What follows belongs to an exercise in optimizing a design on an open flow for small area; a production flow would make more cautious choices. Function was checked by simulation only, so behaviour that the tests miss may differ from the original. Power is estimated from default activity; no workload was simulated.

==> 08-06 <==
## regmap
module regmap #(
    parameter ADDR_W = 32,
    parameter DATA_W = 32,
    parameter STRB_W = DATA_W / 8
)(
    input clk,
    input rst,
    output [31:0] csr_sampl_num_val_out,
    output [15:0] csr_area0_start_val_out,
    output [15:0] csr_area1_start_val_out,
    output [15:0] csr_area2_start_val_out,
    output [15:0] csr_area0_end_val_out,
    output [15:0] csr_area1_end_val_out,
    output [15:0] csr_area2_end_val_out,
    output  csr_buf_ctrl_spec_req_out,
    output  csr_buf_ctrl_area_req_out,
    output [7:0] csr_acc_start_val_out,
    output [7:0] csr_acc_stop_val_out,
    output [15:0] csr_adc_th_val_out,
    output [2:0] csr_adc_filter_window_size_out,
    output  csr_adc_filter_bypass_out,
    output [3:0] csr_bline_ctrl_averagings_out,
    output  csr_bline_ctrl_auto_baseline_out,
    output [15:0] csr_bline_manual_val_out,
    output [15:0] csr_bline_acc_val_out,
    output [5:0] csr_bline_trend_delay_val_out,
    input csr_bline_actual_val_en,
    input [14:0] csr_bline_actual_val_in,
    output  csr_gate_ctrl_hysteresis_en_out,
    output  csr_gate_ctrl_pileup_reject_out,
    output [5:0] csr_gate_ctrl_pre_trigger_out,
    output  csr_dump_ctrl_enable_out,
    output [10:0] csr_dump_ctrl_samples_out,
    output [15:0] csr_pileup_acc_val_out,
    output [5:0] csr_pileup_trend_delay_val_out,
    input csr_pileup_actual_val_en,
    input  csr_pileup_actual_val_in,
    output  csr_pileup_cnt_ctrl_frame_rst_out,
    output  csr_pileup_cnt_ctrl_pileup_cnt_rst_out,
    input [31:0] csr_pileup_cnt_val_in,
    output [15:0] csr_count_th_0_val_out,
    input csr_count_val_0_val_en,
    input [31:0] csr_count_val_0_val_in,
    output [15:0] csr_count_th_1_val_out,
    input csr_count_val_1_val_en,
    input [31:0] csr_count_val_1_val_in,
    input [7:0] csr_ver_val_in,
    input [7:0] csr_sub_val_in,
    input [7:0] csr_rev_val_in,
    input  [ADDR_W-1:0] axil_awaddr,
    input  [2:0]        axil_awprot,
    input               axil_awvalid,
    output              axil_awready,
    input  [DATA_W-1:0] axil_wdata,
    input  [STRB_W-1:0] axil_wstrb,
    input               axil_wvalid,
    output              axil_wready,
    output [1:0]        axil_bresp,
    output              axil_bvalid,
    input               axil_bready,
    input  [ADDR_W-1:0] axil_araddr,
    input  [2:0]        axil_arprot,
    input               axil_arvalid,
    output              axil_arready,
    output [DATA_W-1:0] axil_rdata,
    output [1:0]        axil_rresp,
    output              axil_rvalid,
    input               axil_rready
);
==> flow/config.mk <==
export PLATFORM = sky130hd
export DESIGN_NAME = regmap
export DESIGN_NICKNAME = regmap
export VERILOG_FILES = /design/flow/design.v
export SDC_FILE = /design/flow/constraint.sdc
export NUM_CORES = 4
export LEC_CHECK = 0
export CAP_MARGIN = 20
export CORE_MARGIN = 2
export CORE_UTILIZATION = 40
export GPL_TIMING_DRIVEN = 0
export SLEW_MARGIN = 20
==> flow/constraint.sdc <==
create_clock -name core_clock -period 5.0 [get_ports {clk}]
set_input_delay 1.0000 -clock core_clock [delete_from_list [all_inputs] [get_ports {clk}]]
set_output_delay 1.0000 -clock core_clock [all_outputs]
set_load 0.01 [all_outputs]
standard.sh (not shown) runs the stock make flow with config.mk's settings and CLKGATE_MAP_FILE= SYNTH_SCRIPT=/design/flow/synth_recipe.tcl, a recipe that flattens the netlist after the stock synthesis.
==> flow/flow/run.sh <==
#!/bin/bash
# Standard ORFS layout, with two changes:
#  - port buffers are sky130_fd_sc_hd__buf_1 instead of the default buffer_ports choice;
#  - CTS does not insert dummy loads.
set -euo pipefail
export BUFFER_PORTS_ARGS="-buffer_cell sky130_fd_sc_hd__buf_1"
export CTS_ARGS="-sink_clustering_enable -repair_clock_nets -dont_use_dummy_load"
bash standard.sh > standard_flow.log 2>&1
==> 10-05: changes against 08-06 <==
==> flow/flow/run.sh (replaced) <==
#!/bin/bash
# Layout flow: the standard ORFS flow (standard.sh) with these changes:
#  - after the standard synthesis, the combinational logic between the (unchanged)
#    flip-flops is re-mapped by ABC for area; the result must be proven equivalent
#    to the standard netlist, else the standard netlist is kept;
#  - synthesis buffers are removed before global placement (as the timing-driven mode does);
#  - port buffers are sky130_fd_sc_hd__buf_1 instead of the default buffer_ports choice;
#  - CTS uses clkbuf_8 with its own sink clustering, and no dummy loads.
set -euo pipefail
W=$PWD
F=$W/flow
export PRE_GLOBAL_PLACE_TCL="$F/pre_gpl.tcl"
export BUFFER_PORTS_ARGS="-buffer_cell sky130_fd_sc_hd__buf_1"
export CTS_ARGS="-sink_clustering_enable -repair_clock_nets -dont_use_dummy_load -buf_list sky130_fd_sc_hd__clkbuf_8 -sink_clustering_size 20 -sink_clustering_max_diameter 50"

bash standard.sh synth > standard_synth.log 2>&1

R=$W/orfs/results/${FLOW_PLATFORM}/regmap/base
LIB=$(ls $FLOW_HOME/platforms/${FLOW_PLATFORM}/lib/sky130_fd_sc_hd__tt_025C_1v80.lib)
mkdir -p $W/resynth
cp $R/1_2_yosys.v $W/resynth/standard.v
yosys -q -p "read_liberty -ignore_miss_func $LIB; write_verilog -noattr $W/resynth/allcells.v" > yosys_cells.log 2>&1
python3 $F/combcells.py $W/resynth/allcells.v $W/resynth/combcells.v
DONT_USE=$(grep -o -- "-dont_use [A-Za-z0-9_]*" $W/orfs/logs/${FLOW_PLATFORM}/regmap/base/1_2_yosys.log | sort -u | tr '\n' ' ')
export LIB_FILE=$LIB DESIGN_NAME=$FLOW_TOP RS_IN=$W/resynth/standard.v RS_OUT=$W/resynth/area.v \
       RS_COMB=$W/resynth/combcells.v RS_CELLS=$W/resynth/allcells.v RS_ABC=$F/area.abc RS_DONT_USE="$DONT_USE"
if yosys -c $F/resynth.tcl > yosys_resynth.log 2>&1 && yosys -c $F/equiv.tcl > yosys_equiv.log 2>&1; then
  cp $W/resynth/area.v $R/1_2_yosys.v
  echo "re-mapped netlist used" > resynth_result.log
else
  echo "re-mapping failed or not proven: standard netlist kept" > resynth_result.log
fi
rm -f $R/1_synth.odb $R/1_synth.sdc
bash standard.sh > standard_flow.log 2>&1
==> flow/flow/area.abc (new file) <==
strash
&get -n
&deepsyn -T 30
&dch -f
&nf -R 1000
&put
topo
==> flow/flow/combcells.py (new file) <==
#!/usr/bin/env python3
"""Keep only the combinational cell models of a Yosys-written liberty model file."""
import re, sys
s = open(sys.argv[1]).read()
out = []
for body in re.findall(r'module\s+\S+\s*\(.*?endmodule', s, re.S):
    if re.search(r'\breg\b|always|\$_DFF|\$_DLATCH|\$_SR', body) or 'assign' not in body:
        continue
    out.append(body)
open(sys.argv[2], 'w').write("\n".join(out) + "\n")
==> flow/flow/equiv.tcl (new file) <==
# Prove the re-mapped netlist equivalent to the standard one (registers paired by name).
yosys -import
read_verilog $::env(RS_CELLS)
read_verilog $::env(RS_IN); yosys rename $::env(DESIGN_NAME) gold
read_verilog $::env(RS_OUT); yosys rename $::env(DESIGN_NAME) gate
hierarchy -check
yosys rename -hide gold/w:_* gold/c:_* gate/w:_* gate/c:_*
flatten gold gate
yosys proc; yosys opt_clean
equiv_make gold gate equiv
hierarchy -top equiv
equiv_simple
equiv_induct
equiv_status -assert
==> flow/flow/pre_gpl.tcl (new file) <==
remove_buffers
==> flow/flow/resynth.tcl (new file) <==
# Re-map the combinational logic of the standard synthesis netlist for area.
yosys -import
# The flip-flop cells (and so the registers, their names and cell types) are kept
# as they are: they stay black boxes while ABC re-maps the logic between them.
read_liberty -lib $::env(LIB_FILE)
read_verilog $::env(RS_IN)
hierarchy -top $::env(DESIGN_NAME)
techmap -map $::env(RS_COMB)
techmap
opt -fast -purge
abc -script $::env(RS_ABC) -liberty $::env(LIB_FILE) {*}$::env(RS_DONT_USE)
opt_clean -purge
hilomap -singleton -hicell sky130_fd_sc_hd__conb_1 HI -locell sky130_fd_sc_hd__conb_1 LO
insbuf -buf sky130_fd_sc_hd__buf_4 A X
splitnets
opt_clean -purge
write_verilog -noattr -noexpr -nohex -nodec $::env(RS_OUT)
- CORE_UTILIZATION: 40 -> 60
==> 08-26: changes against 08-06 <==
==> flow/flow/run.sh (replaced) <==
#!/bin/bash
# Standard ORFS layout (bash standard.sh), with these changes:
#  - synthesis buffers are removed before global placement (as the timing-driven mode does);
#  - port buffers are sky130_fd_sc_hd__buf_1 instead of the default buffer_ports choice;
#  - CTS uses its own buffer list and sink clustering, and no dummy loads.
set -euo pipefail
export PRE_GLOBAL_PLACE_TCL="$PWD/flow/pre_gpl.tcl"
export BUFFER_PORTS_ARGS="-buffer_cell sky130_fd_sc_hd__buf_1"
export CTS_ARGS="-sink_clustering_enable -repair_clock_nets -dont_use_dummy_load -buf_list sky130_fd_sc_hd__clkbuf_16 -sink_clustering_size 25 -sink_clustering_max_diameter 60"
bash standard.sh > standard_flow.log 2>&1
==> flow/flow/pre_gpl.tcl (new file) <==
remove_buffers
- CORE_UTILIZATION: 40 -> 60
==> notes.md <==
- Wire length: 08-06 > 08-26 > 10-05.
- Power, lowest first: 10-05, 08-26, 08-06.
- The highest clock power belongs to 08-06, the lowest to 10-05.
- Synthesized area: 08-26 is larger than 10-05 (8.3%).
- The lowest first-iteration DRC count belongs to 08-06, the highest to 08-26.
- Flip-flop and latch count is the same in 08-06 and 10-05.
- Of 08-06 and 08-26, 08-06 has the higher cell area (gap 3.7%, measured against 08-26).
- The highest sequential share of layout area belongs to 10-05, the lowest to 08-06.
- Between 10-05 and 08-06, the lower critical path depth is in 10-05 (gap 1).
==> figures <==
metric                                                                 08-06                  08-26           10-05
Post-route cell area                                             22300 sq um            21500 sq um     20200 sq um
Clock tree buffer count of the final layout                               48                     34              37
Shortest period the worst path allows                                3.80 ns                4.43 ns         4.25 ns
Register fraction of the total cell area                               0.598                  0.620           0.662
Share of the core filled with cells in the final layout                0.502                  0.726           0.730
Total number of nets in the final design                                2015                   1942            1834
Worst slew margin relative to its limit                                0.158                  0.184           0.188
Global-route usage over all layers                                     0.345                  0.437           0.430
Pin count of the biggest net entering global routing                      31                     49              43
Clock distribution power                                             3.05 mW                2.41 mW         1.79 mW
Outcome                                                       finished clean         finished clean  finished clean
Sequential share of the synthesized area                               0.738                  0.738               -
GP Congestion                                                          0.971                  0.996           0.985
Placement Setup Slack                                                1.81 ns               0.922 ns         1.08 ns
Timing-limited maximum frequency                                   0.263 GHz              0.226 GHz       0.235 GHz
Worst Hold Slack                                                    0.504 ns               0.491 ns        0.474 ns
Clock Latency Late Sink                                              0.60 ns                0.53 ns         0.61 ns
Worst Hold Endpoint                                      sampl_num_val_q[26]  pileup_actual_val_q_v        bvalid_q
Power of the combinational group                                     1.43 mW                1.31 mW        0.993 mW
Syn Area/Cell                                                     15.9 sq um             15.9 sq um      17.3 sq um

## separate check: timing with driven ports
The flow's constraints put no driver on any port. The routed layouts listed below were extracted and timed again, unchanged, in two steps.
Step 1 (the two cells are an assumption about what drives the block):
set clk [get_ports {clk}]
set_driving_cell -lib_cell sky130_fd_sc_hd__clkbuf_16 $clk
set_driving_cell -lib_cell sky130_fd_sc_hd__buf_2 [delete_from_list [all_inputs] $clk]
Step 2 adds t to the input delays and takes it off the output delays; t is the mean of the earliest and latest rising clock arrival at the registers after step 1. Input paths then give back, and output paths get back, about the clock's delay inside the block.
a / b / c = ideal / step 1 / step 2; a / b = the first two.
| run | t (ns) | setup slack, ns | hold WS [ns] |
|---|---|---|---|
| 08-06 | 0.631 | 1.201 / 1.147 / 1.660 | 0.504 / 0.504 / 0.504 |
| 10-05 | 0.612 | 0.747 / 0.697 / 0.937 | 0.474 / 0.474 / 0.474 |
| 08-26 | 0.566 | 0.573 / 0.520 / 0.586 | 0.491 / 0.491 / 0.491 |
After both steps setup and hold are still met in every run listed.
